What follows belongs to an exercise in optimizing a design on an open flow for small area, a short achievable clock period and few clock cycles; a production flow would make more cautious choices. In this exercise RTL edits were held to simulation tests only and were not proved equivalent to the original. No activity file was given, so power comes from the tool's default toggle rates.

## design/flow/run.sh

```bash
#!/bin/bash
# synth_recipe.tcl (not shown) runs the flow's synth.tcl, then flattens the netlist and writes it again
# the make line also repeats each setting of config.mk as NAME=value (left out here)
make -C /OpenROAD-flow-scripts/flow DESIGN_CONFIG=/design/flow/config.mk WORK_HOME=/design/flow/orfs CLKGATE_MAP_FILE= SYNTH_SCRIPT=/design/flow/synth_recipe.tcl finish
```

## design/flow/config.mk

```make
export PLATFORM = sky130hd
export DESIGN_NAME = JAM
export DESIGN_NICKNAME = JAM
export VERILOG_FILES = /design/flow/design.v
export SDC_FILE = /design/flow/constraint.sdc
export NUM_CORES = 4
export LEC_CHECK = 0
export CAP_MARGIN = 20
export CORE_MARGIN = 2
export CORE_UTILIZATION = 60
export SETUP_SLACK_MARGIN = 3.2
export SLEW_MARGIN = 20
```

## design/flow/constraint.sdc

```tcl
create_clock -name core_clock -period 8.0 [get_ports {CLK}]
set_input_delay 1.6000 -clock core_clock [delete_from_list [all_inputs] [get_ports {CLK}]]
set_output_delay 1.6000 -clock core_clock [all_outputs]
set_load 0.01 [all_outputs]
```

## design/flow/design.v

```verilog
module JAM (
input CLK,
input RST,
output reg [2:0] W,
output reg [2:0] J,
input [6:0] Cost,
output reg [3:0] MatchCount,
output reg [9:0] MinCost,
output reg Valid );
localparam P_COL = 3'd0, P_ROW = 3'd1, P_INS = 3'd2, P_INIT = 3'd3, P_DFS = 3'd4, P_DONE = 3'd5, P_INIT2 = 3'd6;
reg [2:0]  phase;
reg [6:0]  colm [0:7];    
reg [2:0]  lid  [0:7];    
reg [6:0]  lrm  [0:7];    
reg [2:0]  lam  [0:7];    
reg [2:0]  lkey [0:7];    
reg [6:0]  crm;
reg [2:0]  cam;
reg [2:0]  ckey;
reg [7:0]  Lh;            
reg [9:0]  LB0;           
reg [6:0]  dcol [0:6];    
reg [2:0]  job [0:6];     
reg [7:0]  U;             
reg        adv;           
reg [11:0] G;             
reg [6:0]  cmJ;           
integer k;
wire [6:0] cm  = colm[J];
wire [6:0] d2  = Cost - cm;
wire [6:0] nc  = (W == 3'd0 || Cost < cm) ? Cost : cm;
wire       lt2 = (J == 3'd0 || d2 < crm);
wire       eq2 = (d2 == crm);
wire [2:0] ins_id = W - 3'd1;
reg  [7:0] gt;
always @(*) begin
    for (k = 0; k < 8; k = k + 1)
        gt[k] = (k >= ins_id) || (lkey[k] > ckey);
end
wire do_ins = (phase == P_ROW && J == 3'd0 && W != 3'd0) || (phase == P_INS);
wire [7:0] Lup = {Lh[6:0], 1'b0};      
wire [7:0] Ldn = {1'b0, Lh[7:1]};      
reg  [6:0] rm1;                        
reg  [2:0] na, ca, pa, pj, wup, wdn;   
reg  [6:0] dm, rmc;                    
always @(*) begin
    rm1 = 7'd0; na = 3'd0; ca = 3'd0; pa = 3'd0; pj = 3'd0; wup = 3'd0; wdn = 3'd0; dm = 7'd0; rmc = 7'd0;
    for (k = 0; k < 8; k = k + 1) begin
        rm1 = rm1 | ({7{Lup[k]}} & lrm[k]);
        na  = na  | ({3{Lup[k]}} & lam[k]);
        wup = wup | ({3{Lup[k]}} & lid[k]);
        ca  = ca  | ({3{Lh[k]}}  & lam[k]);
        pa  = pa  | ({3{Ldn[k]}} & lam[k]);
        wdn = wdn | ({3{Ldn[k]}} & lid[k]);
    end
    for (k = 0; k < 7; k = k + 1)
        pj = pj | ({3{Ldn[k]}} & job[k]);
    for (k = 0; k < 7; k = k + 1)
        dm = dm | ({7{Ldn[k]}} & dcol[k]);
    for (k = 0; k < 8; k = k + 1)
        rmc = rmc | ({7{Lh[k]}} & lrm[k]);
end
wire [11:0] thr = G + {5'd0, cmJ};
wire thr_neg = thr[11];
wire thr_big = |thr[10:7];
function [1:0] cmp7;
    input [6:0] a, b;
    reg [7:0] l, e;
    reg [3:0] l1, e1;
    reg [1:0] l2, e2;
    integer i;
    begin
        l = {1'b0, ~a & b};
        e = {1'b1, ~(a ^ b)};
        for (i = 0; i < 4; i = i + 1) begin
            l1[i] = l[2*i+1] | (e[2*i+1] & l[2*i]);
            e1[i] = e[2*i+1] & e[2*i];
        end
        for (i = 0; i < 2; i = i + 1) begin
            l2[i] = l1[2*i+1] | (e1[2*i+1] & l1[2*i]);
            e2[i] = e1[2*i+1] & e1[2*i];
        end
        cmp7 = {l2[1] | (e2[1] & l2[0]), e2[1] & e2[0]};
    end
endfunction
wire [1:0] c7 = cmp7(Cost, thr[6:0]);
wire ok   = !adv && !thr_neg && (thr_big || c7[1] || c7[0]);
wire less = !thr_neg && (thr_big || c7[1]);
wire leaf = Lh[7];
wire push = ok && !leaf;
wire better = leaf && ok && less;
wire [7:0] candN  = ~U & ~(8'd1 << ca) & ((J == ca) ? 8'hff : (8'hfe << J));
reg  [2:0] nxt; reg has_nxt;
always @(*) begin
    has_nxt = 1'b0; nxt = 3'd0;
    for (k = 7; k >= 0; k = k - 1)
        if (candN[k]) begin has_nxt = 1'b1; nxt = k; end
end
wire [7:0] freeP = ~(U | (8'd1 << J));
reg  [2:0] first;
always @(*) begin
    first = 3'd0;
    for (k = 7; k >= 0; k = k - 1)
        if (freeP[k]) first = k;
    if (freeP[na]) first = na;
end
wire [7:0] Up    = U & ~(8'd1 << pj);
wire [7:0] candP = ~Up & ~(8'd1 << pa) & ((pj == pa) ? 8'hff : (8'hfe << pj));
reg  [2:0] pnxt; reg has_pnxt;
always @(*) begin
    has_pnxt = 1'b0; pnxt = 3'd0;
    for (k = 7; k >= 0; k = k - 1)
        if (candP[k]) begin has_pnxt = 1'b1; pnxt = k; end
end
function [23:0] csa;    
    input [11:0] x, y, z;
    begin
        csa[11:0]  = x ^ y ^ z;
        csa[23:12] = {(x[10:0] & y[10:0]) | (x[10:0] & z[10:0]) | (y[10:0] & z[10:0]), 1'b0};
    end
endfunction
wire [11:0] e_cm   = {5'd0, cmJ};
wire [11:0] e_rm1  = {5'd0, rm1};
wire [11:0] n_cost = ~{5'd0, Cost};
wire [23:0] gp1 = csa(G, e_cm, e_rm1);
wire [23:0] gp2 = csa(gp1[11:0], gp1[23:12], n_cost);
wire [11:0] g_push = gp2[11:0] + gp2[23:12] + 12'd1;
wire [6:0]  dnow    = Cost - cmJ;
wire [9:0]  leafcost = MinCost - G[9:0] + {3'd0, dnow};
wire [7:0]  xpop    = {1'b0, dm} - {1'b0, rmc};
wire [11:0] g_pop   = G + {{4{xpop[7]}}, xpop};
wire [8:0]  gpb     = {xpop[7], xpop} + {2'd0, dnow};
wire [11:0] g_popb  = {{3{gpb[8]}}, gpb};
always @(posedge CLK) begin
    if (phase == P_COL) colm[J] <= nc;
    if (phase == P_ROW) begin
        if (lt2) begin
            crm <= d2;
            cam <= J;
            ckey <= 3'd0;
        end else if (eq2) begin
            cam <= J;
            ckey <= ckey + 3'd1;
        end
    end
    if (do_ins) begin
        for (k = 0; k < 8; k = k + 1)
            if (gt[k]) begin
                if (k > 0 && gt[k - 1]) begin
                    lid[k]  <= lid[k - 1];
                    lrm[k]  <= lrm[k - 1];
                    lam[k]  <= lam[k - 1];
                    lkey[k] <= lkey[k - 1];
                end else begin
                    lid[k]  <= ins_id;
                    lrm[k]  <= crm;
                    lam[k]  <= cam;
                    lkey[k] <= ckey;
                end
            end
    end
    if (phase == P_DFS) begin
        for (k = 0; k < 7; k = k + 1)
            if (Lh[k]) job[k] <= J;
        for (k = 0; k < 7; k = k + 1)
            if (Lh[k]) dcol[k] <= dnow;
    end
end
reg [2:0]  phase_n, W_n, J_n;
reg        Valid_n, adv_n;
reg [7:0]  Lh_n, U_n;
reg [11:0] G_n;
reg [6:0]  cmJ_n;
reg [9:0]  LB0_n;
reg [9:0]  MinCost_n;
reg [3:0]  MatchCount_n;
always @(*) begin
    phase_n = phase; W_n = W; J_n = J; Valid_n = Valid;
    Lh_n = Lh; U_n = U; adv_n = adv; G_n = G; cmJ_n = cmJ; LB0_n = LB0;
    MinCost_n = MinCost; MatchCount_n = MatchCount;
    case (phase)
    P_COL: begin
        {J_n, W_n} = {J, W} + 6'd1;
        if (W == 3'd7 && J == 3'd7) phase_n = P_ROW;
    end
    P_ROW: begin
        if (W == 3'd0) LB0_n = ((J == 3'd0) ? 10'd0 : LB0) + {3'd0, cm};
        else if (J == 3'd0) LB0_n = LB0 + {3'd0, crm};
        {W_n, J_n} = {W, J} + 6'd1;
        if (W == 3'd7 && J == 3'd7) phase_n = P_INS;
    end
    P_INS: begin
        LB0_n = LB0 + {3'd0, crm};
        phase_n = P_INIT;
    end
    P_INIT: begin
        G_n = 12'd1023 - {2'd0, LB0} + {5'd0, lrm[0]};
        W_n = lid[0];
        J_n = lam[0];
        Lh_n = 8'd1;
        U_n = 8'd0;
        adv_n = 1'b0;
        MinCost_n = 10'd1023;
        MatchCount_n = 4'd0;
        phase_n = P_INIT2;
    end
    P_INIT2: begin
        cmJ_n = cm;
        phase_n = P_DFS;
    end
    P_DFS: begin
        adv_n = 1'b0;
        if (better) begin
            MinCost_n = leafcost;
            MatchCount_n = 4'd1;
        end else if (leaf && ok)
            MatchCount_n = MatchCount + 4'd1;
        if (push) begin
            U_n = U | (8'd1 << J);
            Lh_n = Lup;
            W_n = wup;
            J_n = first;
            G_n = g_push;
            cmJ_n = colm[first];
        end else if (has_nxt && !leaf) begin
            J_n = nxt;
            cmJ_n = colm[nxt];
        end else if (Lh[0]) begin
            phase_n = P_DONE;
            Valid_n = 1'b1;
        end else begin
            Lh_n = Ldn;
            W_n = wdn;
            U_n = Up;
            J_n = has_pnxt ? pnxt : pj;
            adv_n = !has_pnxt;
            G_n = better ? g_popb : g_pop;
            cmJ_n = colm[pnxt];
        end
    end
    default: ;
    endcase
end
always @(posedge CLK or posedge RST) begin
    if (RST) begin
        phase <= P_COL;
        W <= 3'd0;
        J <= 3'd0;
        Valid <= 1'b0;
    end else begin
        phase <= phase_n;
        W <= W_n;
        J <= J_n;
        Valid <= Valid_n;
    end
end
always @(posedge CLK) begin
    Lh <= Lh_n;
    U <= U_n;
    adv <= adv_n;
    G <= G_n;
    cmJ <= cmJ_n;
    LB0 <= LB0_n;
    MinCost <= MinCost_n;
    MatchCount <= MatchCount_n;
end
endmodule
```

==> impl_metrics.json, run 1 <==
{
  "synth_edf_count": 324,
  "worst_slack_ps": 3301,
  "synth_fp_nets": 2291,
  "finalSetupViolCount": 0,
  "synth_cells": 2109,
  "synth_top_cell_area_share_pct": 42.59,
  "dpl_cell_area_sq_mm": 0.02377,
  "outcome": "finished clean",
  "placementRows": 71,
  "slew_violations": 0,
  "wl_microns": 71040,
  "synth.largest_area_cell": "edfxtp_1",
  "place_ws_ps": 1996,
  "fin_area_sq_mm": 0.02562,
  "cp-end-kind": "flop",
  "tightest_slew_ps": 1172,
  "grt-ovfl-total": 0,
  "maxCapViolations": 0,
  "routed_via_density": 6.827,
  "layout_commonest_cell": "edfxtp_1",
  "place.gp.congestion": 0.9731,
  "die_h_microns": 199.1,
  "clk_latency_ps": 570,
  "cts_tree": "done",
  "netlist_top_cells_area": "edfxtp_1 43%, ha_1 7.8%, mux2_2 4.3%, a22oi_1 3.4%, a21oi_1 3.0%",
  "start_util_pct": 60.79,
  "numPortBuffers": 29,
  "wl_per_cell_microns": 26.34,
  "syn_area_per_cell_sq_um": 10.83,
  "max_freq_mhz": 212.8,
  "dieArea_sq_mm": 0.03965,
  "min_period_over_period_pct": 58.74,
  "drtAntennaViolNets": 0,
  "ys_ff_latch": 334,
  "cts_buffers": 38,
  "dr.pass1.iters": 8,
  "track_usage_pct": 35.89,
  "rsz0062_at_grt": "yes",
  "root_buffer": "clkbuf_16",
  "antenna_found_initial": 0,
  "path_clk_slew_ps": 60,
  "antennaDiodeCount": 0,
  "drc": 0,
  "drive_above_1_share_pct": 15.97,
  "critPathMaxFanout": 25,
  "ys_warn_count": 8,
  "async_flop_share_pct": 2.994,
  "hpwlAfterDp_microns": 50090,
  "crit_type": "in2reg",
  "pwr_density_cell_mw_per_mm2": 154.1,
  "fin_util_pct": 68.17,
  "synth_ff_type": "edfxtp_1",
  "num_vias": 18410,
  "period_minus_slack_ps": 4699,
  "ios": 30,
  "hp-class": "reg2reg",
  "clock_skew_ps": 17.55,
  "syn_to_final_growth_pct": 12.14,
  "startpoint_type": "input port",
  "grt_max_degree": 41,
  "seq_area_frac_synth_pct": 43.68,
  "irDropWorstVdd_mv": 0.1694,
  "drtIter0Drc": 2243,
  "ys_types": 95,
  "netlist_area_sq_mm": 0.02284,
  "slew_headroom_pct": 21.84,
  "grt_pass1_vias": 17750,
  "crit_required_ps": 8300,
  "most-common-layout-cells": "324 x edfxtp_1, 147 x inv_1, 137 x ha_1, 121 x a21oi_1, 120 x nand2_1",
  "clk_path_buf_depth": 3,
  "timing.setup.tns_ps": 0,
  "chipWidth_microns": 199.1,
  "leakage_nw": 9.915,
  "cts.sink_count": 334,
  "cp.arrival_ps": 5000,
  "grt_first_pass_wirelength_microns": 106200,
  "cts-htree-levels": 2,
  "fin_hold_ws_ps": 504.1,
  "nets": 2342,
  "core_sq_mm": 0.03758,
  "hold_viol_final": 0
}
==> layer usage <==
layer | part of all wire [%] | vias up | track usage (%) | wire, microns
met5 | 0 | - | 0 | 0
met4 | 4.5 | 0 | 15.75 | 3185
met3 | 9.4 | 177 | 6.515 | 6708
met2 | 46 | 1067 | 56.86 | 32510
met1 | 40 | 9030 | 48.52 | 28640
li1 | - | 8139 | - | -
==> critical path, cell delays in order <==
cell and delay (ps):
clkdlybuf4s50_1 710, inv_1 80, ha_1 340, nand2_1 70
o211ai_1 90, a21o_1 180, a221o_1 380, o31a_1 340
nand2_4 270, buf_4 350, o31a_1 260, a21boi_0 190
o22ai_1 110
==> through the flow <==
stage / std cells / power [W]
after floorplan: 2109 / 0.002069
after global placement: 2598 / 0.002123
after detailed placement: 2598 / 0.002127
after CTS: 2682 / 0.003931
after global routing: 2697 / 0.004036
final: 2697 / 0.003947
==> cell usage after synthesis, types with 25 or more instances <==
cell type and n:
fa_1 30, nor2_1 110, clkbuf_1 64, xnor2_1 47, xor2_1 25, mux2i_1 65, mux2_2 88, nand2_1 121
o21ai_0 118, ha_1 143, a22oi_1 103, edfxtp_1 324, a21oi_1 137, nor3_1 29, a222oi_1 29, nand3_1 59
inv_1 150, a21o_1 39
==> repair_timing <==
action                                  in CTS  in global routing
hold endpoints to repair                     0                  0
endpoints found under the setup margin     135                126
hold buffers                                 0                  0
buffers inserted                            18                 15
pin swaps                                    9                 27
resized for setup                           31                 67
==> power breakdown <==
group,internal [W],total (W),switching (W)
logic,0.0000849,0.000209,0.000124
clock network,0.00109,0.00182,0.000730
registers,0.00191,0.00192,0.00000251
==> registers in the layout, indices dropped and copies added (netlist names), 3 cells and up <==
name,flops
lam,24
MatchCount,4
lkey,21
phase,3
LB0,10
colm,56
crm,7
J,3
job,21
ckey,3
lrm,56
U,8
W,3
G,12
cmJ,7
dcol,49
cam,3
MinCost,10
lid,24
Lh,8
==> area by class of cell <==
cell class | count | area (sq um)
inverters | 152 | 571.8
fillers | 2914 | 11960
flip-flops and latches | 334 | 9988
clock inverters | 16 | 242.7
repair buffers | 116 | 997.2
clock buffers | 50 | 1017
multi-input cells | 1518 | 12160
well taps | 511 | 639.4
==> final timing paths <==
check	start	end	slack, ps	cells after the start
max in group asynchronous	RST	J[2]$_DFFE_PP0P_	6210	2
min reg2reg	Valid$_DFFE_PP0P_	Valid$_DFFE_PP0P_	500	1
max	Cost[4]	G[10]$_DFFE_PP_	3300	13
max reg2reg	Lh[2]$_SDFFCE_PN0P_	G[1]$_DFFE_PP_	3360	14
min in group asynchronous	RST	phase[1]$_DFFE_PP0P_	1380	2
min	Valid$_DFFE_PP0P_	Valid$_DFFE_PP0P_	500	1
==> kinds of logic after synthesis <==
| family | share of synthesized area [%] |
|---|---|
| buffers and inverters | 4.710 |
| AND/OR/NAND/NOR | 10.22 |
| multiplexers | 9.420 |
| flip-flops | 43.68 |
| AO/OA/AOI/OAI | 18.53 |
| XOR/XNOR | 2.974 |
| adder cells (fa/ha/maj) | 10.46 |
Testbench counts, summed over its fixed seeds: cycles 5,268.
==> run 2, diff against run 1 <==
--- a/design/flow/config.mk
+++ b/design/flow/config.mk
@@ -9,4 +9,4 @@
 export CORE_MARGIN = 2
 export CORE_UTILIZATION = 60
-export SETUP_SLACK_MARGIN = 3.2
+export SETUP_SLACK_MARGIN = 3.8
 export SLEW_MARGIN = 20
==> run 2 against run 1 <==
  * Critical path type is now reg2reg
  * Hold slack got worse by 19 ps
  * Wire length grew 4.4%
  * Largest cell class unchanged
  * Clock-buffer cell count did not move
  * Still clean on timing, DRC and antenna
  * First-iteration DRC count grew 1.1%
  * Die area is the same
  * Critical endpoint unchanged
  * Sequential power hardly changed
==> impl_metrics.json, run 2 <==
{
  "muxShareOfSynthArea_pct": 9.421,
  "netlist_area_sq_mm": 0.02284,
  "dr.pass1.iters": 8,
  "slew_violations": 0,
  "cp-end-kind": "flop",
  "hold_buffers": 0,
  "synthAdderAreaFrac_pct": 10.46,
  "cp.arrival_ps": 5040,
  "r2r_end": "G[10]$_DFFE_PP_",
  "synth.largest_area_cell": "edfxtp_1",
  "syn_to_final_growth_pct": 19.20,
  "drtAntennaViolNets": 0,
  "hpwlAfterDp_microns": 48670,
  "synth_most_common_cell": "edfxtp_1",
  "cts-htree-levels": 2,
  "critPathMaxFanout": 11,
  "crit_type": "reg2reg",
  "power_frac_seq_pct": 48.2,
  "grt-ovfl-total": 0,
  "max_freq_mhz": 215.8,
  "path_delay_family": "adder cells",
  "clk_latency_ps": 570,
  "ys_ff_latch": 334,
  "worstPathCellList": "buf_4 > buf_6 > a22oi_1 > and3_4 > fa_1 > fa_2 > buf_6 > fa_2 > nor2b_4 > o21ai_2 > a21boi_2 > o21ai_2 > a21boi_2 > o21ai_2 > a21boi_2 > o21ai_2 > and4_1 > or3_1 > o22ai_1",
  "die_h_microns": 199.1,
  "leakage_nw": 10.55,
  "period_minus_slack_ps": 4635,
  "drtIter0Drc": 2268,
  "crit_top_cell": "o21ai_2",
  "synth_top_family_by_area": "compound AO/OA/AOI/OAI gates",
  "hold_viol_final": 0,
  "seq_area_frac_synth_pct": 43.68,
  "dieArea_sq_mm": 0.03965,
  "timing.setup.tns_ps": 0,
  "reg_top3": "colm (56), lrm (56), dcol (49)",
  "outcome": "finished clean",
  "yosys.area_share.simple_pct": 10.22,
  "start_util_pct": 60.79,
  "dpl_cell_area_sq_mm": 0.02380,
  "syn_area_per_cell_sq_um": 10.83,
  "track_usage_pct": 36.34,
  "fin_area_sq_mm": 0.02723,
  "grt_pass1_vias": 17650,
  "synthTopCellsByCount": "324 x edfxtp_1, 150 x inv_1, 143 x ha_1",
  "critical_path_depth": 19,
  "synth_edf_count": 324,
  "place.gp.congestion": 0.9598,
  "worstSetupStartpoint": "Lh[2]$_SDFFCE_PN0P_",
  "ys_warn_count": 8,
  "cts_tree": "done",
  "rsz0062_at_grt": "yes",
  "grt_first_pass_wirelength_microns": 107200,
  "layout_commonest_cell": "edfxtp_1",
  "cts_buffers": 38,
  "regToRegSetupSlack_ps": 3370,
  "nFillCells": 2714,
  "cts.sink_count": 334,
  "nets": 2433,
  "async_flop_share_pct": 2.994,
  "wl_microns": 74150,
  "irDropWorstVdd_mv": 0.2078,
  "startpoint_type": "flop",
  "path_clk_slew_ps": 60,
  "combPwrFrac_pct": 6.6,
  "synth-xor-area-share_pct": 2.974,
  "tightest_slew_ps": 1039,
  "clock_skew_ps": 18.03,
  "chipWidth_microns": 199.1,
  "cpPeakStageDelay_ps": 500,
  "drc": 0,
  "synth_fp_nets": 2291,
  "clkPwrFrac_pct": 45.3,
  "grt_max_degree": 45,
  "synth_top_cell_area_share_pct": 42.59,
  "r2r_start": "Lh[2]$_SDFFCE_PN0P_",
  "ys_types": 95,
  "maxCapViolations": 0,
  "routed_via_density": 6.786,
  "pwr_density_cell_mw_per_mm2": 146.0,
  "fin_hold_ws_ps": 485.6,
  "cp_slowest_cell": "fa_2",
  "most-common-layout-cells": "324 x edfxtp_1, 146 x inv_1, 134 x buf_4, 131 x ha_1, 120 x nand2_1",
  "wl_per_cell_microns": 26.57,
  "placementRows": 71,
  "min_period_over_period_pct": 57.94,
  "ios": 30,
  "r2r_cells": 19,
  "num_vias": 18940,
  "antennaDiodeCount": 0,
  "p_int_w": 0.003090,
  "swShare_pct": 22.30,
  "numPortBuffers": 29,
  "netlist_top_cells_area": "edfxtp_1 43%, ha_1 7.8%, mux2_2 4.3%, a22oi_1 3.4%, a21oi_1 3.0%",
  "synth_cells": 2109,
  "core_sq_mm": 0.03758,
  "finalSetupViolCount": 0,
  "switching_power_w": 0.0008870,
  "crit_required_ps": 8400,
  "hp-class": "reg2reg",
  "clk_path_buf_depth": 3,
  "synth_ff_type": "edfxtp_1",
  "critPathBufInv": 3,
  "root_buffer": "clkbuf_16",
  "slew_headroom_pct": 30.23,
  "antenna_found_initial": 0,
  "drive_above_1_share_pct": 23.51,
  "synth_compound_area_share_pct": 18.53,
  "crit_path_end": "G[10]$_DFFE_PP_"
}
[run 2: kinds of logic (layout without fill, tap and decap cells)]
family / count (synthesis) / in the layout
xor gates and xnor gates: 75 / 75
AOI/OAI and AO/OA: 622 / 623
adders and majority gates: 173 / 173
muxes: 179 / 179
DFF: 334 / 334
buffers and inverters: 257 / 425
and+or+nand+nor: 469 / 471
[run 2: area by class of cell]
cell class	instances	area, sq um	area share [%]
well taps	511	639.4	2.348
repair buffers	204	2002	7.352
multi-input cells	1521	12730	46.75
clock inverters	19	231.5	0.8501
inverters	152	591.8	2.173
clock buffers	50	1047	3.846
flip-flops and latches	334	9988	36.68
[run 2: metal layers]
| layer | share of wire, % | global-route usage, % |
|---|---|---|
| met1 | 39 | 49.57 |
| met2 | 47 | 58.81 |
| met3 | 10 | 5.553 |
| met4 | 4.3 | 13.96 |
| met5 | 0 | 0 |
[run 2: per-stage QoR]
stage / setup slack (ps) / power (W) / utilization [%] / instances
after floorplan: 3257 / 0.002076 / - / 2109
after global placement: 2148 / 0.002133 / 63.33 / 2588
after detailed placement: 2091 / 0.002137 / 63.34 / 2588
after CTS: 3529 / 0.003946 / 69.89 / 2730
after global routing: 3156 / 0.004068 / 72.46 / 2791
final: 3365 / 0.003977 / 72.46 / 2791
[run 2: how the worst min path moves through the flow]
stage                            startpoint                 to  cells past startpoint
after CTS                 Valid$_DFFE_PP0P_  Valid$_DFFE_PP0P_                      1
after floorplan           Valid$_DFFE_PP0P_  Valid$_DFFE_PP0P_                      1
after global placement    Valid$_DFFE_PP0P_  Valid$_DFFE_PP0P_                      1
after detailed placement  Valid$_DFFE_PP0P_  Valid$_DFFE_PP0P_                      1
after global routing      Valid$_DFFE_PP0P_  Valid$_DFFE_PP0P_                      1
final                     Valid$_DFFE_PP0P_  Valid$_DFFE_PP0P_                      1
[run 2: what timing repair did]
item | 4_1_cts | 5_1_grt
gates resized for setup | 141 | 99
setup buffers | 69 | 55
pin swaps | 35 | 95
cloned | 4 | 6
endpoints found under the setup margin | 172 | 159
[run 2: power groups by stage]
| stage | registers [W] | logic, W | clock network, W |
|---|---|---|---|
| final | 0.00192 | 0.000261 | 0.00180 |
| after detailed placement | 0.00195 | 0.000183 | 0 |
| after floorplan | 0.00195 | 0.000123 | 0 |
| after global placement | 0.00195 | 0.000179 | 0 |
| after global routing | 0.00192 | 0.000278 | 0.00187 |
| after CTS | 0.00192 | 0.000220 | 0.00181 |
==> run 3, diff against run 2 <==
--- a/design/flow/config.mk
+++ b/design/flow/config.mk
@@ -9,4 +9,5 @@
 export CORE_MARGIN = 2
 export CORE_UTILIZATION = 60
-export SETUP_SLACK_MARGIN = 3.8
+export CTS_BUF_LIST = sky130_fd_sc_hd__clkbuf_8
+export SETUP_SLACK_MARGIN = 3.5
 export SLEW_MARGIN = 20
==> run 3 against run 2 <==
  * Cell area shrank 4.9%
  * Setup slack gained 130 ps
  * Via count shrank 1.6%
  * Clock power shrank 18%
  * Sequential power is essentially flat
  * Final cell count shrank 1.1%
  * Clock skew grew 18 ps
  * Register-to-register slack gained 130 ps
  * Combinational power shrank 16%
  * Largest power group unchanged
  * Critical endpoint is now G[6]$_DFFE_PP_
  * Sequential cell count is the same
==> impl_metrics.json, run 3 <==
{
  "drtIter0Drc": 2198,
  "worstPathCellList": "a222oi_1 > and3_4 > fa_2 > fa_1 > buf_4 > fa_2 > nor2b_4 > o21ai_2 > a21boi_2 > o21ai_2 > a21boi_2 > buf_4 > buf_4 > buf_4 > buf_4 > buf_4 > buf_4 > nor2_1 > o211ai_1 > o21ai_1",
  "hold_buffers": 0,
  "crit_top_cell": "buf_4",
  "worstSetupStartpoint": "Lh[4]$_SDFFCE_PN0P_",
  "tightest_slew_ps": 1103,
  "fin_hold_ws_ps": 470.4,
  "drtAntennaViolNets": 0,
  "syn_area_per_cell_sq_um": 10.83,
  "cts.sink_count": 334,
  "period_minus_slack_ps": 4509,
  "leakage_nw": 10.08,
  "synthAdderAreaFrac_pct": 10.46,
  "drc": 0,
  "hold_viol_final": 0,
  "place.gp.congestion": 0.9772,
  "cts-htree-levels": 2,
  "ios": 30,
  "muxShareOfSynthArea_pct": 9.421,
  "seq_area_frac_synth_pct": 43.68,
  "async_flop_share_pct": 2.994,
  "r2r_cells": 20,
  "crit_path_end": "G[6]$_DFFE_PP_",
  "die_h_microns": 199.1,
  "antennaDiodeCount": 0,
  "maxCapViolations": 0,
  "grt_max_degree": 50,
  "clk_latency_ps": 680,
  "dr.pass1.iters": 6,
  "syn_to_final_growth_pct": 13.30,
  "dpl_cell_area_sq_mm": 0.02378,
  "chipWidth_microns": 199.1,
  "max_freq_mhz": 221.8,
  "grt_pass1_vias": 18190,
  "cp-end-kind": "flop",
  "timing.setup.tns_ps": 0,
  "nets": 2385,
  "dieArea_sq_mm": 0.03965,
  "ys_warn_count": 8,
  "critPathBufInv": 7,
  "wl_microns": 72070,
  "fin_area_sq_mm": 0.02588,
  "wl_per_cell_microns": 26.12,
  "most-common-layout-cells": "324 x edfxtp_1, 163 x inv_1, 134 x ha_1, 120 x nand2_1, 114 x a21oi_1",
  "reg_top3": "colm (56), lrm (56), dcol (49)",
  "synth_ff_type": "edfxtp_1",
  "slew_headroom_pct": 26.47,
  "rsz0062_at_grt": "yes",
  "synth_compound_area_share_pct": 18.53,
  "crit_required_ps": 8430,
  "synth_cells": 2109,
  "synth_fp_nets": 2291,
  "layout_commonest_cell": "edfxtp_1",
  "path_clk_slew_ps": 70,
  "r2r_end": "G[6]$_DFFE_PP_",
  "root_buffer": "clkbuf_8",
  "num_vias": 18640,
  "clock_skew_ps": 36.29,
  "irDropWorstVdd_mv": 0.1299,
  "synth-xor-area-share_pct": 2.974,
  "drive_above_1_share_pct": 19.22,
  "synth_most_common_cell": "edfxtp_1",
  "synthTopCellsByCount": "324 x edfxtp_1, 150 x inv_1, 143 x ha_1",
  "outcome": "finished clean",
  "ys_ff_latch": 334,
  "critPathMaxFanout": 3,
  "hold_start": "Valid$_DFFE_PP0P_",
  "synth_top_family_by_area": "compound AO/OA/AOI/OAI gates",
  "cp_slowest_cell": "edfxtp_1",
  "finalNonFillerCells": 2759,
  "placed_cells": 2595,
  "cp.arrival_ps": 4940,
  "min_period_over_period_pct": 56.36,
  "crit_type": "reg2reg",
  "netlist_area_sq_mm": 0.02284,
  "track_usage_pct": 36.27,
  "path_delay_family": "adder cells",
  "routed_via_density": 6.755,
  "yosys.area_share.simple_pct": 10.22,
  "netlist_top_cells_area": "edfxtp_1 43%, ha_1 7.8%, mux2_2 4.3%, a22oi_1 3.4%, a21oi_1 3.0%",
  "numPortBuffers": 29,
  "cpPeakStageDelay_ps": 510,
  "placementRows": 71,
  "synth.largest_area_cell": "edfxtp_1",
  "hpwlAfterDp_microns": 49970,
  "pwr_density_cell_mw_per_mm2": 139.5,
  "startpoint_type": "flop",
  "grt-ovfl-total": 0,
  "critical_path_depth": 20,
  "cts_buffers": 57,
  "synth_top_cell_area_share_pct": 42.59,
  "cts_tree": "done",
  "core_sq_mm": 0.03758,
  "antenna_found_initial": 0,
  "clk_path_buf_depth": 3,
  "hp-class": "reg2reg",
  "slew_violations": 0,
  "regToRegSetupSlack_ps": 3490,
  "start_util_pct": 60.79,
  "grt_first_pass_wirelength_microns": 107400,
  "finalSetupViolCount": 0,
  "r2r_start": "Lh[4]$_SDFFCE_PN0P_",
  "synth_edf_count": 324,
  "ys_types": 95
}
==> run 3: cell counts after synthesis <==
Identical to the previous run, type by type.
==> run 3: timing repair <==
| item | 4_1_cts | 5_1_grt |
|---|---|---|
| pin swaps | 25 | 31 |
| endpoints found under the setup margin | 166 | 139 |
| gates resized for setup | 80 | 82 |
| endpoints found under the hold margin | 0 | 0 |
| setup buffers | 33 | 24 |
| gates cloned | 1 | 2 |
==> run 3: worst min-delay path by stage <==
stage	slack [ps]	depth (start not counted)	endpoint
6_report	470	1	Valid$_DFFE_PP0P_
5_1_grt	490	1	Valid$_DFFE_PP0P_
4_1_cts	480	1	Valid$_DFFE_PP0P_
3_5_place_dp	470	1	Valid$_DFFE_PP0P_
3_3_place_gp	460	1	Valid$_DFFE_PP0P_
2_1_floorplan	490	1	Valid$_DFFE_PP0P_
==> run 3: final cells by class <==
| cell class | instances | area (sq um) |
|---|---|---|
| well taps | 511 | 639.4 |
| inverters | 152 | 594.3 |
| clock buffers | 57 | 784.5 |
| multi-input cells | 1519 | 12340 |
| clock inverters | 47 | 266.5 |
| flip-flops and latches | 334 | 9986 |
| fillers | 2898 | 11700 |
| repair buffers | 139 | 1267 |
==> run 3: report_power, final <==
| group | switching (W) | internal, W |
|---|---|---|
| Sequential | 0.00000238 | 0.00191 |
| Combinational | 0.000128 | 0.0000922 |
| Clock | 0.000741 | 0.000732 |
==> run 3: cell families (layout without fill, tap and decap cells) <==
kind of cell,Yosys count,count (layout)
compound gates,622,622
simple gates,469,470
flops,334,334
buf+inv,257,395
mux,179,179
fa+ha+maj,173,173
xor+xnor,75,75
==> run 3: metal layers <==
layer  up-vias  track usage [%]  part of all wire, %
met2      1086            57.74                   46
met3       203            5.755                  9.8
met1      9115            48.38                   39
met4         0            18.27                  5.1
li1       8232                -                    -
met5         -                0                    0
==> run 3: stage by stage <==
step / setup slack (ps) / util (%) / power (W)
after floorplan: 3257 / - / 0.002071
after global placement: 2130 / 63.29 / 0.002124
after detailed placement: 1997 / 63.29 / 0.002130
after CTS: 3488 / 67.55 / 0.003598
after global routing: 3309 / 68.88 / 0.003706
final: 3491 / 68.88 / 0.003611
==> run 4, diff against run 3 <==
--- a/design/flow/config.mk
+++ b/design/flow/config.mk
@@ -8,5 +8,5 @@
 export CAP_MARGIN = 20
 export CORE_MARGIN = 2
-export CORE_UTILIZATION = 60
+export CORE_UTILIZATION = 68
 export CTS_BUF_LIST = sky130_fd_sc_hd__clkbuf_8
 export SETUP_SLACK_MARGIN = 3.5
==> run 4 against run 3 <==
  * Highest routed layer unchanged
  * Still clean on timing, DRC and antenna
  * Clock skew is 4.8 ps lower
  * Largest cell class unchanged
  * Fmax is 5.3% lower
  * Die area is 12% lower
  * Combinational power is 5% higher
  * Cell area is 0.82% lower
  * Sequential power hardly changed
  * Via count is 2.2% higher
  * Sequential share of layout area is 0.33 points higher
==> impl_metrics.json, run 4 <==
{
  "placementRows": 67,
  "synthTopCellsByCount": "324 x edfxtp_1, 150 x inv_1, 143 x ha_1",
  "core_sq_mm": 0.03328,
  "pwr_density_cell_mw_per_mm2": 140.6,
  "cp.arrival_ps": 5250,
  "cp-end-kind": "flop",
  "antenna_found_initial": 0,
  "grt-ovfl-total": 0,
  "place_ws_ps": 2037,
  "reg_top3": "colm (56), lrm (56), dcol (49)",
  "antennaDiodeCount": 0,
  "hold_viol_final": 0,
  "irDropWorstVdd_mv": 0.1667,
  "seq_area_frac_synth_pct": 43.68,
  "place.gp.congestion": 0.9933,
  "tightest_slew_ps": 1070,
  "cts_buffers": 58,
  "ys_warn_count": 8,
  "synth.largest_area_cell": "edfxtp_1",
  "routed_via_density": 7.096,
  "critPathMaxFanout": 3,
  "timing.setup.tns_ps": 0,
  "nets": 2371,
  "crit_required_ps": 8490,
  "num_vias": 19050,
  "netlist_area_sq_mm": 0.02284,
  "clk_path_buf_depth": 3,
  "numPortBuffers": 29,
  "synth_cells": 2109,
  "netlist_top_cells_area": "edfxtp_1 43%, ha_1 7.8%, mux2_2 4.3%, a22oi_1 3.4%, a21oi_1 3.0%",
  "layout_commonest_cell": "edfxtp_1",
  "slew_headroom_pct": 28.68,
  "grt_pass1_vias": 18680,
  "period_minus_slack_ps": 4760,
  "synth_top_cell_area_share_pct": 42.59,
  "rsz0062_at_grt": "yes",
  "outcome": "finished clean",
  "grt_max_degree": 50,
  "wl_microns": 71300,
  "hp-class": "reg2reg",
  "dieArea_sq_mm": 0.03508,
  "leakage_nw": 9.949,
  "max_freq_mhz": 210.1,
  "drive_above_1_share_pct": 18.38,
  "cts_tree": "done",
  "dr.pass1.iters": 8,
  "synth_edf_count": 324,
  "clock_skew_ps": 31.51,
  "ys_ff_latch": 334,
  "most-common-layout-cells": "324 x edfxtp_1, 163 x inv_1, 135 x ha_1, 120 x nand2_1, 111 x a21oi_1",
  "ys_types": 95,
  "cts-htree-levels": 2,
  "startpoint_type": "flop",
  "synth_ff_type": "edfxtp_1",
  "die_h_microns": 187.3,
  "maxCapViolations": 0,
  "root_buffer": "clkbuf_8",
  "hold_buffers": 0,
  "worst_slack_ps": 3240,
  "synth_fp_nets": 2291,
  "track_usage_pct": 40.23,
  "slew_violations": 0,
  "chipWidth_microns": 187.3,
  "async_flop_share_pct": 2.994,
  "path_clk_slew_ps": 60,
  "drtIter0Drc": 2751,
  "start_util_pct": 68.64,
  "grt_first_pass_wirelength_microns": 107400,
  "synth_most_common_cell": "edfxtp_1",
  "syn_to_final_growth_pct": 12.37,
  "drtAntennaViolNets": 0,
  "clk_latency_ps": 680,
  "syn_area_per_cell_sq_um": 10.83,
  "cts.sink_count": 334,
  "hpwlAfterDp_microns": 48230,
  "drc": 0,
  "wl_per_cell_microns": 26.56,
  "min_period_over_period_pct": 59.50,
  "ios": 30,
  "crit_type": "reg2reg",
  "finalSetupViolCount": 0
}
## run 4: cell types whose count changed in the layout (fill, tap and decap cells not counted), sizes merged
cell | before | now
nand2 | 122 | 121
buf | 109 | 95
bufinv | 2 | 1
clkdlybuf4s50 | 24 | 25
clkbuf | 60 | 61
dlygate4sd2 | 2 | 1
clkinvlp | 3 | 2
clkinv | 27 | 31
## run 4: what timing repair did
action                                  in CTS  in global routing
buffers inserted                            32                 16
gates cloned                                 1                  0
pin swaps                                   18                 37
endpoints found under the setup margin     189                124
resized for setup                           80                 61
## run 4: cell type report
cell class,instances,area [sq um]
Clock inverter,49,247.7
Tap cell,448,560.5
Fill cell,2249,7611
Clock buffer,58,798.3
Sequential cell,334,9988
Multi-Input combinational cell,1518,12370
Timing Repair Buffer,125,1110
Inverter,152,590.6
## run 4: cells by family after synthesis
kind of cell	after synthesis	share of synthesized area, %
AO/OA/AOI/OAI	622	18.53
buffers and inverters	257	4.710
flip-flops	334	43.68
AND/OR/NAND/NOR	469	10.22
multiplexers	179	9.420
XOR/XNOR	75	2.974
adder cells (fa/ha/maj)	173	10.46
## run 4: worst max-delay path, stage by stage, from the launching register on
cell and delay (ps):
edfxtp_1 500, buf_8 170, a222oi_1 340, and3_4 280
fa_1 470, fa_1 530, buf_4 160, fa_2 400
nor2b_4 140, o21ai_2 80, a21boi_2 190, o21ai_2 100
a21boi_2 200, o21ai_2 90, a21boi_1 200, o21ai_1 110
and4_1 150, or3_1 300, o22ai_1 170
## run 4: power breakdown
group	leakage (nW)	internal, W	switching [W]
Sequential	3.02	0.00191	0.00000233
Combinational	6.34	0.0000958	0.000136
Clock	0.588	0.000711	0.000750
Total	9.95	0.00272	0.000888
## run 4: per-stage QoR
stage | hold WS [ps] | util, % | total power, W | instances | instance area (sq um)
2_1_floorplan | 493.2 | - | 0.002071 | 2109 | 22990
3_3_place_gp | 440.2 | 71.17 | 0.002122 | 2528 | 23690
3_5_place_dp | 453.5 | 71.17 | 0.002130 | 2528 | 23690
4_1_cts | 467.1 | 75.99 | 0.003574 | 2668 | 25290
5_1_grt | 484.6 | 77.13 | 0.003703 | 2684 | 25670
6_report | 458.4 | 77.13 | 0.003610 | 2684 | 25670
## run 4: routing by layer
metal	track usage [%]	wire length, microns
met5	0	0
met4	22.68	4408
met3	8.987	8497
met2	62.31	32400
met1	52.75	25990
## run 4: worst paths after layout
| kind | start | end | slack [ps] | cells past startpoint |
|---|---|---|---|---|
| setup / recovery | Lh[4]$_SDFFCE_PN0P_ | G[10]$_DFFE_PP_ | 3240 | 18 |
| hold / removal | Valid$_DFFE_PP0P_ | Valid$_DFFE_PP0P_ | 460 | 1 |
| setup reg to reg | Lh[4]$_SDFFCE_PN0P_ | G[10]$_DFFE_PP_ | 3240 | 18 |
| hold reg to reg | Valid$_DFFE_PP0P_ | Valid$_DFFE_PP0P_ | 460 | 1 |
| max in group asynchronous | RST | J[0]$_DFFE_PP0P_ | 6320 | 2 |
| min in group asynchronous | RST | Valid$_DFFE_PP0P_ | 1260 | 2 |
==> run 5, diff against run 4 <==
--- a/design/flow/config.mk
+++ b/design/flow/config.mk
@@ -6,7 +6,8 @@
 export NUM_CORES = 4
 export LEC_CHECK = 0
+export ABC_CLOCK_PERIOD_IN_PS = 4500
 export CAP_MARGIN = 20
 export CORE_MARGIN = 2
-export CORE_UTILIZATION = 68
+export CORE_UTILIZATION = 60
 export CTS_BUF_LIST = sky130_fd_sc_hd__clkbuf_8
 export SETUP_SLACK_MARGIN = 3.5
==> run 5 against run 4 <==
  * Non-clock buffer count increased by 14
  * Critical path type unchanged
  * Synthesized cell count unchanged
  * Power hardly changed
  * Register-to-register slack improved by 250 ps
==> impl_metrics.json, run 5 <==
{
  "hpwlAfterDp_microns": 49970,
  "crit_required_ps": 8430,
  "startpoint_type": "flop",
  "clk_latency_ps": 680,
  "crit_type": "reg2reg",
  "die_h_microns": 199.1,
  "slew_violations": 0,
  "grt_max_degree": 50,
  "min_period_over_period_pct": 56.36,
  "critPathBufInv": 7,
  "cts.sink_count": 334,
  "worstPathCellList": "a222oi_1 > and3_4 > fa_2 > fa_1 > buf_4 > fa_2 > nor2b_4 > o21ai_2 > a21boi_2 > o21ai_2 > a21boi_2 > buf_4 > buf_4 > buf_4 > buf_4 > buf_4 > buf_4 > nor2_1 > o211ai_1 > o21ai_1",
  "clkPwrFrac_pct": 40.8,
  "irDropWorstVdd_mv": 0.1299,
  "synth_most_common_cell": "edfxtp_1",
  "clk_path_buf_depth": 3,
  "swShare_pct": 24.15,
  "dieArea_sq_mm": 0.03965,
  "grt_first_pass_wirelength_microns": 107400,
  "synth_edf_count": 324,
  "hold_viol_final": 0,
  "drc": 0,
  "syn_to_final_growth_pct": 13.30,
  "netlist_top_cells_area": "edfxtp_1 43%, ha_1 7.8%, mux2_2 4.3%, a22oi_1 3.4%, a21oi_1 3.0%",
  "ios": 30,
  "rsz0062_at_grt": "yes",
  "num_vias": 18640,
  "seq_area_frac_synth_pct": 43.68,
  "combPwrFrac_pct": 6.1,
  "finalSetupViolCount": 0,
  "synth.largest_area_cell": "edfxtp_1",
  "placed_cells": 2595,
  "hold_buffers": 0,
  "synth_cells": 2109,
  "most-common-layout-cells": "324 x edfxtp_1, 163 x inv_1, 134 x ha_1, 120 x nand2_1, 114 x a21oi_1",
  "finalNonFillerCells": 2759,
  "drtAntennaViolNets": 0,
  "place.gp.congestion": 0.9772,
  "cts_buffers": 57,
  "switching_power_w": 0.0008720,
  "leakage_nw": 10.08,
  "critPathMaxFanout": 3,
  "nFillCells": 2898,
  "ys_types": 95,
  "track_usage_pct": 36.27,
  "start_util_pct": 60.79,
  "cpPeakStageDelay_ps": 510,
  "dr.pass1.iters": 6,
  "numPortBuffers": 29,
  "power_frac_seq_pct": 53.1,
  "period_minus_slack_ps": 4509,
  "reg_top3": "colm (56), lrm (56), dcol (49)",
  "syn_area_per_cell_sq_um": 10.83,
  "placementRows": 71,
  "clock_skew_ps": 36.29,
  "hp-class": "reg2reg",
  "cts-htree-levels": 2,
  "cts_tree": "done",
  "synthTopCellsByCount": "324 x edfxtp_1, 150 x inv_1, 143 x ha_1",
  "wl_per_cell_microns": 26.12,
  "outcome": "finished clean",
  "drtIter0Drc": 2198,
  "chipWidth_microns": 199.1,
  "antennaDiodeCount": 0,
  "drive_above_1_share_pct": 19.22,
  "root_buffer": "clkbuf_8",
  "max_freq_mhz": 221.8,
  "maxCapViolations": 0,
  "synth_top_cell_area_share_pct": 42.59,
  "core_sq_mm": 0.03758,
  "routed_via_density": 6.755,
  "synth_fp_nets": 2291,
  "cp_slowest_cell": "edfxtp_1",
  "antenna_found_initial": 0,
  "cp-end-kind": "flop",
  "ys_warn_count": 8,
  "ys_ff_latch": 334,
  "grt_pass1_vias": 18190,
  "path_delay_family": "adder cells",
  "pwr_density_cell_mw_per_mm2": 139.5,
  "nets": 2385,
  "netlist_area_sq_mm": 0.02284,
  "power_w": 0.003611,
  "crit_top_cell": "buf_4",
  "slew_headroom_pct": 26.47,
  "path_clk_slew_ps": 70,
  "cp.arrival_ps": 4940,
  "grt-ovfl-total": 0,
  "synth_ff_type": "edfxtp_1",
  "timing.setup.tns_ps": 0,
  "p_int_w": 0.002739,
  "async_flop_share_pct": 2.994,
  "layout_commonest_cell": "edfxtp_1",
  "wl_microns": 72070,
  "tightest_slew_ps": 1103
}
[run 5: kinds of logic after synthesis]
group,after synthesis,share of synthesized area (%)
compound gates,622,18.53
xor+xnor,75,2.974
fa+ha+maj,173,10.46
buf+inv,257,4.710
flops,334,43.68
mux,179,9.420
simple gates,469,10.22
[run 5: worst reg2reg max path: cells and delay by family, from the launching register on]
kind | cells | cell delay, ps
simple gates | 3 | 460
fa+ha+maj | 3 | 1340
flops | 1 | 510
buf+inv | 7 | 770
compound gates | 7 | 1200
[run 5: power by group through the flow]
stage	clock network, W	registers [W]	logic, W
after floorplan	0	0.00195	0.000119
after global placement	0	0.00195	0.000171
after detailed placement	0	0.00195	0.000176
after CTS	0.00149	0.00192	0.000195
after global routing	0.00155	0.00192	0.000238
final	0.00147	0.00192	0.000220
[run 5: final cells by class]
| class | count | area (sq um) | share of cell area, % |
|---|---|---|---|
| multi-input combinational | 1519 | 12340 | 47.69 |
| sequential | 334 | 9986 | 38.58 |
| timing repair buffer | 139 | 1267 | 4.897 |
| clock buffer | 57 | 784.5 | 3.031 |
| tap | 511 | 639.4 | 2.470 |
| inverter | 152 | 594.3 | 2.296 |
| clock inverter | 47 | 266.5 | 1.030 |
[run 5: layer usage]
layer / vias up / wire length (microns) / global-route usage (%)
li1: 8232 / - / -
met1: 9115 / 28140 / 48.38
met2: 1086 / 33210 / 57.74
met3: 203 / 7061 / 5.755
met4: 0 / 3660 / 18.27
met5: - / 0 / 0
[run 5: path summary, 6_finish.rpt]
check                                    startpoint              endpoint  slack [ps]  depth (start not counted)
worst max-delay path            Lh[4]$_SDFFCE_PN0P_        G[6]$_DFFE_PP_        3490                         20
max in group asynchronous                       RST      J[1]$_DFFE_PP0P_        6280                          2
worst min-delay path              Valid$_DFFE_PP0P_     Valid$_DFFE_PP0P_         470                          1
min in group asynchronous                       RST  phase[0]$_DFFE_PP0P_        1280                          2
worst max register to register  Lh[4]$_SDFFCE_PN0P_        G[6]$_DFFE_PP_        3490                         20
worst min register to register    Valid$_DFFE_PP0P_     Valid$_DFFE_PP0P_         470                          1
[run 5: through the flow]
step	hold WS, ps	worst slack [ps]	cell area [sq um]	utilization [%]
after CTS	481.3	3488	25380	67.55
after floorplan	493.2	3257	22990	-
after detailed placement	468.2	1997	23780	63.29
after global routing	493.6	3309	25880	68.88
after global placement	464.1	2130	23780	63.29
final	470.4	3491	25880	68.88
[run 5: timing repair]
| action | CTS | global route |
|---|---|---|
| cloned | 1 | 2 |
| setup endpoints to repair | 166 | 139 |
| pin swaps | 25 | 31 |
| gates resized for setup | 80 | 82 |
| setup buffers | 33 | 24 |
==> run 6, diff against run 5 <==
--- a/design/flow/config.mk
+++ b/design/flow/config.mk
@@ -6,9 +6,9 @@
 export NUM_CORES = 4
 export LEC_CHECK = 0
-export ABC_CLOCK_PERIOD_IN_PS = 4500
 export CAP_MARGIN = 20
 export CORE_MARGIN = 2
 export CORE_UTILIZATION = 60
-export CTS_BUF_LIST = sky130_fd_sc_hd__clkbuf_8
+export CTS_BUF_LIST = sky130_fd_sc_hd__clkbuf_4 sky130_fd_sc_hd__clkbuf_8
+export CTS_CLUSTER_SIZE = 40
 export SETUP_SLACK_MARGIN = 3.5
 export SLEW_MARGIN = 20
==> run 6 against run 5 <==
  * Combinational power is essentially flat
  * Wire length grew 0.79%
  * Critical path depth shrank 1
  * Sequential share of layout area shrank 0.25 points
  * Synthesized cell count is the same
  * Utilization grew 0.44 points
  * Clock skew grew 5.7 ps
  * Final cell count grew 0.33%
  * Register-to-register slack lost 40 ps
  * Critical endpoint is now G[10]$_DFFE_PP_
==> impl_metrics.json, run 6 <==
{
  "cts-htree-levels": 2,
  "leakage_nw": 10.12,
  "async_flop_share_pct": 2.994,
  "fin_util_pct": 69.32,
  "root_buffer": "clkbuf_8",
  "antenna_found_initial": 0,
  "finalSetupViolCount": 0,
  "nFillCells": 2877,
  "crit_required_ps": 8520,
  "track_usage_pct": 36.44,
  "clk_path_buf_depth": 3,
  "ios": 30,
  "most-common-layout-cells": "324 x edfxtp_1, 148 x inv_1, 135 x ha_1, 120 x nand2_1, 113 x a21oi_1",
  "pwr_density_cell_mw_per_mm2": 141.3,
  "synth_most_common_cell": "edfxtp_1",
  "cpPeakStageDelay_ps": 530,
  "grt_pass1_vias": 18220,
  "wl_per_cell_microns": 26.24,
  "synth_fp_nets": 2291,
  "period_minus_slack_ps": 4545,
  "synth_top_cell_area_share_pct": 42.59,
  "cts_buffers": 57,
  "crit_top_cell": "a21boi_2",
  "clk_latency_ps": 670,
  "drc": 0,
  "synthTopCellsByCount": "324 x edfxtp_1, 150 x inv_1, 143 x ha_1",
  "critPathMaxFanout": 17,
  "hpwlAfterDp_microns": 49970,
  "cp_slowest_cell": "fa_1",
  "synth.largest_area_cell": "edfxtp_1",
  "nets": 2393,
  "numPortBuffers": 29,
  "seq_area_frac_synth_pct": 43.68,
  "cp-end-kind": "flop",
  "grt_first_pass_wirelength_microns": 107800,
  "grt-ovfl-total": 0,
  "cts.sink_count": 334,
  "hp-class": "reg2reg",
  "netlist_area_sq_mm": 0.02284,
  "syn_area_per_cell_sq_um": 10.83,
  "num_vias": 18740,
  "synth_edf_count": 324,
  "fin_hold_ws_ps": 471.5,
  "cts_tree": "done",
  "grt_max_degree": 50,
  "ys_types": 95,
  "synth_cells": 2109,
  "slew_violations": 0,
  "die_h_microns": 199.1,
  "crit_type": "reg2reg",
  "worstPathCellList": "buf_4 > buf_6 > buf_6 > a22oi_2 > and3_4 > fa_1 > fa_1 > inv_1 > ha_1 > o21ai_2 > a21boi_2 > o21ai_2 > a21boi_2 > o21ai_1 > a21boi_2 > o21ai_1 > and4_1 > or3_1 > o22ai_1",
  "layout_commonest_cell": "edfxtp_1",
  "maxCapViolations": 0,
  "min_period_over_period_pct": 56.81,
  "startpoint_type": "flop",
  "clock_skew_ps": 41.98,
  "routed_via_density": 6.770,
  "placementRows": 71,
  "ys_ff_latch": 334,
  "netlist_top_cells_area": "edfxtp_1 43%, ha_1 7.8%, mux2_2 4.3%, a22oi_1 3.4%, a21oi_1 3.0%",
  "outcome": "finished clean",
  "synth_ff_type": "edfxtp_1",
  "irDropWorstVdd_mv": 0.1674,
  "timing.setup.tns_ps": 0,
  "syn_to_final_growth_pct": 14.03,
  "ys_warn_count": 8,
  "tightest_slew_ps": 1134,
  "max_freq_mhz": 220.0,
  "hold_viol_final": 0,
  "chipWidth_microns": 199.1,
  "reg_top3": "colm (56), lrm (56), dcol (49)",
  "dieArea_sq_mm": 0.03965,
  "place.gp.congestion": 0.9772,
  "wl_microns": 72640,
  "start_util_pct": 60.79,
  "drtAntennaViolNets": 0,
  "drtIter0Drc": 2202,
  "rsz0062_at_grt": "yes",
  "dr.pass1.iters": 7,
  "slew_headroom_pct": 24.43,
  "cp.arrival_ps": 5070,
  "drive_above_1_share_pct": 20.29,
  "core_sq_mm": 0.03758,
  "path_clk_slew_ps": 70,
  "antennaDiodeCount": 0
}
==> run 6: cell counts after synthesis <==
No cell type changed its count.
==> run 6: kinds of logic (layout without fill, tap and decap cells) <==
kind of cell / after synthesis / in the layout / synth area share, %
XOR/XNOR: 75 / 75 / 2.974
buffers and inverters: 257 / 404 / 4.710
adder cells (fa/ha/maj): 173 / 173 / 10.46
AO/OA/AOI/OAI: 622 / 622 / 18.53
flip-flops: 334 / 334 / 43.68
AND/OR/NAND/NOR: 469 / 470 / 10.22
multiplexers: 179 / 179 / 9.420
==> run 6: cell type report <==
cell class	count	area [sq um]	area share, %
inverters	152	594.3	2.282
clock inverters	35	230.2	0.8838
clock buffers	70	882.1	3.386
flip-flops and latches	334	9986	38.34
well taps	511	639.4	2.454
repair buffers	147	1378	5.288
multi-input cells	1519	12340	47.37
==> run 6: stage by stage <==
stage                     instance area (sq um)  setup slack, ps  instances  total power, W
after global routing                      26050             3317       2768        0.003774
after floorplan                           22990             3257       2109        0.002071
final                                     26050             3455       2768        0.003680
after global placement                    23780             2130       2595        0.002124
after detailed placement                  23780             1997       2595        0.002130
after CTS                                 25490             3485       2736        0.003666
==> run 6: power breakdown <==
part           switching (W)  total [W]  internal, W
registers         0.00000235    0.00192      0.00191
clock network       0.000748    0.00154     0.000796
logic               0.000127   0.000219    0.0000917
total               0.000877    0.00368      0.00280
==> run 6: worst paths after layout <==
kind                            depth (start not counted)  slack (ps)              endpoint                start
worst min-delay path                                    1         470     Valid$_DFFE_PP0P_    Valid$_DFFE_PP0P_
min in group asynchronous                               2        1270  phase[0]$_DFFE_PP0P_                  RST
worst min register to register                          1         470     Valid$_DFFE_PP0P_    Valid$_DFFE_PP0P_
max in group asynchronous                               2        6290      J[1]$_DFFE_PP0P_                  RST
worst max register to register                         19        3460       G[10]$_DFFE_PP_  Lh[4]$_SDFFCE_PN0P_
worst max-delay path                                   19        3460       G[10]$_DFFE_PP_  Lh[4]$_SDFFCE_PN0P_
==> run 6: critical path, delay by kind of cell, from the launching register on <==
kind	cells	cell delay [ps]
adder cells (fa/ha/maj)	3	1330
AO/OA/AOI/OAI	9	1220
AND/OR/NAND/NOR	3	760
buffers and inverters	4	560
flip-flops	1	510
==> run 6: repair_timing <==
action	in CTS	in global routing
buffers inserted	34	30
pin swaps	25	32
gates resized for setup	80	81
cloned	2	2
setup endpoints to repair	166	139
endpoints found under the hold margin	0	0
hold buffers	0	0
==> run 6: layer usage <==
metal | vias to the layer above | routed length (microns) | GRT usage [%] | share of wire (%)
li1 | 8258 | - | - | -
met1 | 9089 | 27840 | 48.34 | 38
met2 | 1168 | 33400 | 58.08 | 46
met3 | 223 | 7490 | 6.127 | 10
met4 | 0 | 3907 | 18.30 | 5.4
met5 | - | 0 | 0 | 0
==> run 7, diff against run 6 <==
--- a/design/flow/design.v
+++ b/design/flow/design.v
@@ -26,4 +26,5 @@
 reg [11:0] G;             
 reg [6:0]  cmJ;           
+reg [6:0]  rmc, rm1, dm;  
 integer k;
 wire [6:0] cm  = colm[J];
@@ -41,11 +42,11 @@
 wire [7:0] Lup = {Lh[6:0], 1'b0};      
 wire [7:0] Ldn = {1'b0, Lh[7:1]};      
-reg  [6:0] rm1;                        
+reg  [6:0] rm2u, rm1d;                 
+reg  [6:0] dm2;                        
 reg  [2:0] na, ca, pa, pj, wup, wdn;   
-reg  [6:0] dm, rmc;                    
-always @(*) begin
-    rm1 = 7'd0; na = 3'd0; ca = 3'd0; pa = 3'd0; pj = 3'd0; wup = 3'd0; wdn = 3'd0; dm = 7'd0; rmc = 7'd0;
+always @(*) begin
+    rm2u = 7'd0; rm1d = 7'd0; dm2 = 7'd0; na = 3'd0; ca = 3'd0; pa = 3'd0; pj = 3'd0; wup = 3'd0; wdn = 3'd0;
     for (k = 0; k < 8; k = k + 1) begin
-        rm1 = rm1 | ({7{Lup[k]}} & lrm[k]);
+        rm1d = rm1d | ({7{Ldn[k]}} & lrm[k]);
         na  = na  | ({3{Lup[k]}} & lam[k]);
         wup = wup | ({3{Lup[k]}} & lid[k]);
@@ -56,8 +57,8 @@
     for (k = 0; k < 7; k = k + 1)
         pj = pj | ({3{Ldn[k]}} & job[k]);
-    for (k = 0; k < 7; k = k + 1)
-        dm = dm | ({7{Ldn[k]}} & dcol[k]);
-    for (k = 0; k < 8; k = k + 1)
-        rmc = rmc | ({7{Lh[k]}} & lrm[k]);
+    for (k = 0; k < 6; k = k + 1) begin
+        rm2u = rm2u | ({7{Lh[k]}} & lrm[k + 2]);
+        dm2  = dm2  | ({7{Lh[k + 2]}} & dcol[k]);
+    end
 end
 wire [11:0] thr = G + {5'd0, cmJ};
@@ -171,5 +172,5 @@
 reg [7:0]  Lh_n, U_n;
 reg [11:0] G_n;
-reg [6:0]  cmJ_n;
+reg [6:0]  cmJ_n, rmc_n, rm1_n, dm_n;
 reg [9:0]  LB0_n;
 reg [9:0]  MinCost_n;
@@ -177,5 +178,5 @@
 always @(*) begin
     phase_n = phase; W_n = W; J_n = J; Valid_n = Valid;
-    Lh_n = Lh; U_n = U; adv_n = adv; G_n = G; cmJ_n = cmJ; LB0_n = LB0;
+    Lh_n = Lh; U_n = U; adv_n = adv; G_n = G; cmJ_n = cmJ; rmc_n = rmc; rm1_n = rm1; dm_n = dm; LB0_n = LB0;
     MinCost_n = MinCost; MatchCount_n = MatchCount;
     case (phase)
@@ -196,4 +197,6 @@
     P_INIT: begin
         G_n = 12'd1023 - {2'd0, LB0} + {5'd0, lrm[0]};
+        rmc_n = lrm[0];
+        rm1_n = lrm[1];
         W_n = lid[0];
         J_n = lam[0];
@@ -222,4 +225,7 @@
             J_n = first;
             G_n = g_push;
+            rmc_n = rm1;
+            rm1_n = rm2u;
+            dm_n = dnow;
             cmJ_n = colm[first];
         end else if (has_nxt && !leaf) begin
@@ -236,4 +242,7 @@
             adv_n = !has_pnxt;
             G_n = better ? g_popb : g_pop;
+            rmc_n = rm1d;
+            rm1_n = rmc;
+            dm_n = dm2;
             cmJ_n = colm[pnxt];
         end
@@ -261,4 +270,7 @@
     G <= G_n;
     cmJ <= cmJ_n;
+    rmc <= rmc_n;
+    rm1 <= rm1_n;
+    dm <= dm_n;
     LB0 <= LB0_n;
     MinCost <= MinCost_n;
--- a/design/flow/config.mk
+++ b/design/flow/config.mk
@@ -9,6 +9,5 @@
 export CORE_MARGIN = 2
 export CORE_UTILIZATION = 60
-export CTS_BUF_LIST = sky130_fd_sc_hd__clkbuf_4 sky130_fd_sc_hd__clkbuf_8
-export CTS_CLUSTER_SIZE = 40
+export CTS_BUF_LIST = sky130_fd_sc_hd__clkbuf_8
 export SETUP_SLACK_MARGIN = 3.5
 export SLEW_MARGIN = 20
==> run 7 against run 6 <==
  * Fmax is 2.7% higher
  * Clock power is 4% higher
  * Sequential cell count is 14 higher
  * Synthesized area is 1.8% higher
  * First-iteration DRC count is 7.3% lower
  * Combinational power grew to 7.2 times the previous value
  * Critical endpoint is now G[11]$_SDFFCE_PN0P_
==> impl_metrics.json, run 7 <==
{
  "core_sq_mm": 0.03847,
  "clkPwrFrac_pct": 27.3,
  "placementRows": 72,
  "drc": 0,
  "clk_path_buf_depth": 3,
  "rsz0062_at_grt": "yes",
  "synth_top_family_by_area": "compound AO/OA/AOI/OAI gates",
  "synth_fp_nets": 2306,
  "synth_most_common_cell": "edfxtp_1",
  "ios": 30,
  "syn_area_per_cell_sq_um": 10.94,
  "async_flop_share_pct": 2.874,
  "seq_area_frac_synth_pct": 44.74,
  "critPathMaxFanout": 16,
  "start_util_pct": 60.43,
  "r2r_start": "cmJ[0]$_DFFE_PP_",
  "synth_top_cell_area_share_pct": 43.66,
  "p_int_w": 0.003980,
  "path_delay_family": "compound AO/OA/AOI/OAI gates",
  "placed_cells": 2606,
  "critPathBufInv": 4,
  "layout_commonest_cell": "edfxtp_1",
  "switching_power_w": 0.001872,
  "tightest_slew_ps": 1108,
  "muxShareOfSynthArea_pct": 10.29,
  "worst_slack_ps": 3572,
  "combPwrFrac_pct": 27.0,
  "cts.sink_count": 348,
  "synth.largest_area_cell": "edfxtp_1",
  "fin_util_pct": 67.89,
  "crit_required_ps": 8430,
  "num_vias": 18560,
  "cts_buffers": 60,
  "place.gp.congestion": 0.9612,
  "pwr_density_cell_mw_per_mm2": 224.1,
  "antenna_found_initial": 1,
  "place_ws_ps": 1940,
  "wl_microns": 70750,
  "hpwlAfterDp_microns": 48570,
  "antennaDiodeCount": 0,
  "hold_buffers": 0,
  "regToRegSetupSlack_ps": 3570,
  "min_period_over_period_pct": 55.34,
  "hold_path_depth": 1,
  "finalNonFillerCells": 2773,
  "cts-htree-levels": 2,
  "hold_viol_final": 0,
  "synth_edf_count": 338,
  "max_freq_mhz": 225.9,
  "grt-ovfl-total": 0,
  "min_to": "Valid$_DFFE_PP0P_",
  "dr.pass1.iters": 8,
  "cpPeakStageDelay_ps": 460,
  "grt_max_degree": 55,
  "fin_area_sq_mm": 0.02612,
  "cp_slowest_cell": "edfxtp_1",
  "period_minus_slack_ps": 4428,
  "nets": 2388,
  "r2r_end": "G[11]$_SDFFCE_PN0P_",
  "root_buffer": "clkbuf_8",
  "swShare_pct": 31.99,
  "grt_pass1_vias": 17990,
  "synth-xor-area-share_pct": 3.230,
  "cp-end-kind": "flop",
  "synth_cells": 2124,
  "dpl_cell_area_sq_mm": 0.02422,
  "drtAntennaViolNets": 0,
  "synthAdderAreaFrac_pct": 10.28,
  "netlist_area_sq_mm": 0.02324,
  "hold_start": "Valid$_DFFE_PP0P_",
  "hp-class": "reg2reg",
  "path_clk_slew_ps": 70,
  "outcome": "finished clean",
  "grt_first_pass_wirelength_microns": 106500,
  "syn_to_final_growth_pct": 12.35,
  "synth_compound_area_share_pct": 17.99,
  "slew_violations": 0,
  "routed_via_density": 6.695,
  "leakage_nw": 9.994,
  "ys_warn_count": 8,
  "yosys.area_share.simple_pct": 9.102,
  "die_h_microns": 200.8,
  "cts_tree": "done",
  "cp.arrival_ps": 4860,
  "track_usage_pct": 34.47,
  "reg_top3": "colm (56), lrm (56), dcol (42)",
  "ys_types": 85,
  "clock_skew_ps": 42.75,
  "irDropWorstVdd_mv": 0.1970,
  "timing.setup.tns_ps": 0,
  "synthTopCellsByCount": "338 x edfxtp_1, 143 x ha_1, 141 x inv_1",
  "ys_ff_latch": 348,
  "dieArea_sq_mm": 0.04033,
  "numPortBuffers": 29,
  "netlist_top_cells_area": "edfxtp_1 44%, ha_1 7.7%, mux2_2 4.5%, mux2i_1 3.4%, a22oi_1 3.2%",
  "drive_above_1_share_pct": 17.03,
  "synth_ff_type": "edfxtp_1",
  "chipWidth_microns": 200.8,
  "startpoint_type": "flop",
  "finalSetupViolCount": 0,
  "clk_latency_ps": 700,
  "most-common-layout-cells": "338 x edfxtp_1, 158 x inv_1, 138 x ha_1, 131 x nand2_1, 127 x a21oi_1",
  "crit_type": "reg2reg",
  "drtIter0Drc": 2042,
  "r2r_cells": 19,
  "slew_headroom_pct": 25.36,
  "power_frac_seq_pct": 45.6,
  "worstPathCellList": "ha_2 > fa_2 > a21o_1 > a21oi_2 > o21bai_1 > a21oi_2 > xnor2_1 > ha_1 > nand2_1 > nor3_2 > o311ai_4 > buf_4 > a311oi_2 > buf_6 > clkinvlp_4 > buf_4 > nand4_1 > nand2b_1 > o221a_2",
  "maxCapViolations": 0,
  "wl_per_cell_microns": 25.51
}
run 7: per-layer routing:
metal  GRT usage [%]  routed length (microns)
met1           47.17                    28680
met3           5.682                     6472
met4           13.31                     2898
met5               0                       11
met2           55.49                    32690
run 7: final cells by class:
class	count	area [sq um]
Fill cell	3025	12350
Multi-Input combinational cell	1530	12250
Sequential cell	348	10410
Timing Repair Buffer	123	1076
Clock buffer	64	880.8
Tap cell	518	648.1
Inverter	143	573.1
Clock inverter	47	280.3
run 7: timing repair:
item,in CTS,in global routing
setup buffers,21,29
cloned,4,2
gates resized for setup,46,48
setup endpoints to repair,213,171
pin swaps,12,26
run 7: worst reg2reg max path: cells and delay by family, from the launching register on:
family,cells,cell delay (ps)
adder cells (fa/ha/maj),3,890
AND/OR/NAND/NOR,4,700
AO/OA/AOI/OAI,7,1290
buffers and inverters,4,770
flip-flops,1,460
XOR/XNOR,1,80
run 7: how the worst max path moves through the flow:
stage / from / end / cells past startpoint
floorplan: Cost[0] / MinCost[9]$_SDFFCE_PN1P_ / 17
global route: G[1]$_DFFE_PP_ / G[11]$_SDFFCE_PN0P_ / 17
finish: cmJ[0]$_DFFE_PP_ / G[11]$_SDFFCE_PN0P_ / 19
global placement: Cost[1] / MinCost[9]$_SDFFCE_PN1P_ / 17
CTS: J[0]$_DFFE_PP0P_ / cmJ[1]$_DFFE_PP_ / 11
detailed placement: Cost[1] / MinCost[9]$_SDFFCE_PN1P_ / 17
run 7: cell families after synthesis:
logic type,Yosys count
mux,201
flops,348
simple gates,443
fa+ha+maj,173
compound gates,624
xor+xnor,84
buf+inv,251
run 7: power by group through the flow:
| stage | registers [W] | logic, W | clock network [W] |
|---|---|---|---|
| after floorplan | 0.00258 | 0.00118 | 0 |
| after global placement | 0.00269 | 0.00148 | 0 |
| after detailed placement | 0.00270 | 0.00153 | 0 |
| after CTS | 0.00266 | 0.00155 | 0.00162 |
| after global routing | 0.00270 | 0.00175 | 0.00170 |
| final | 0.00267 | 0.00158 | 0.00160 |
run 7: stage by stage:
| step | total power (W) | hold WS [ps] |
|---|---|---|
| finish | 0.005852 | 469.8 |
| global placement | 0.004167 | 454.2 |
| CTS | 0.005832 | 477.2 |
| global route | 0.006143 | 500.1 |
| floorplan | 0.003763 | 512.2 |
| detailed placement | 0.004232 | 464.4 |
Testbench counts of run 7, summed over its fixed seeds: cycles 5,268.

==> separate check: timing with driven ports <==
No port has a modelled driver above. Below, the same layouts with a new extraction and two added sets of constraints. Step 1, drivers: a clkbuf_16 drives CLK and a buf_2 each remaining input, both assumed. Step 2 also shifts input and output timing later by t, the mid clock arrival at the registers, as if the neighbouring blocks saw the same clock. Slacks: ideal / step 1 / step 2; pairs: ideal / step 1.
| run | shift t [ns] | slack for setup (ns) |
|---|---|---|
| run 1 | 0.619 | 3.301 / 3.333 / 2.715 |
| run 2 | 0.617 | 3.365 / 3.365 / 2.994 |
| run 3 | 0.710 | 3.491 / 3.491 / 2.868 |
| run 4 | 0.716 | 3.240 / 3.240 / 2.839 |
| run 5 | 0.710 | 3.491 / 3.491 / 2.868 |
| run 6 | 0.704 | 3.455 / 3.455 / 2.857 |
| run 7 | 0.732 | 3.572 / 3.572 / 2.906 |
After both steps every run listed still meets setup and hold.
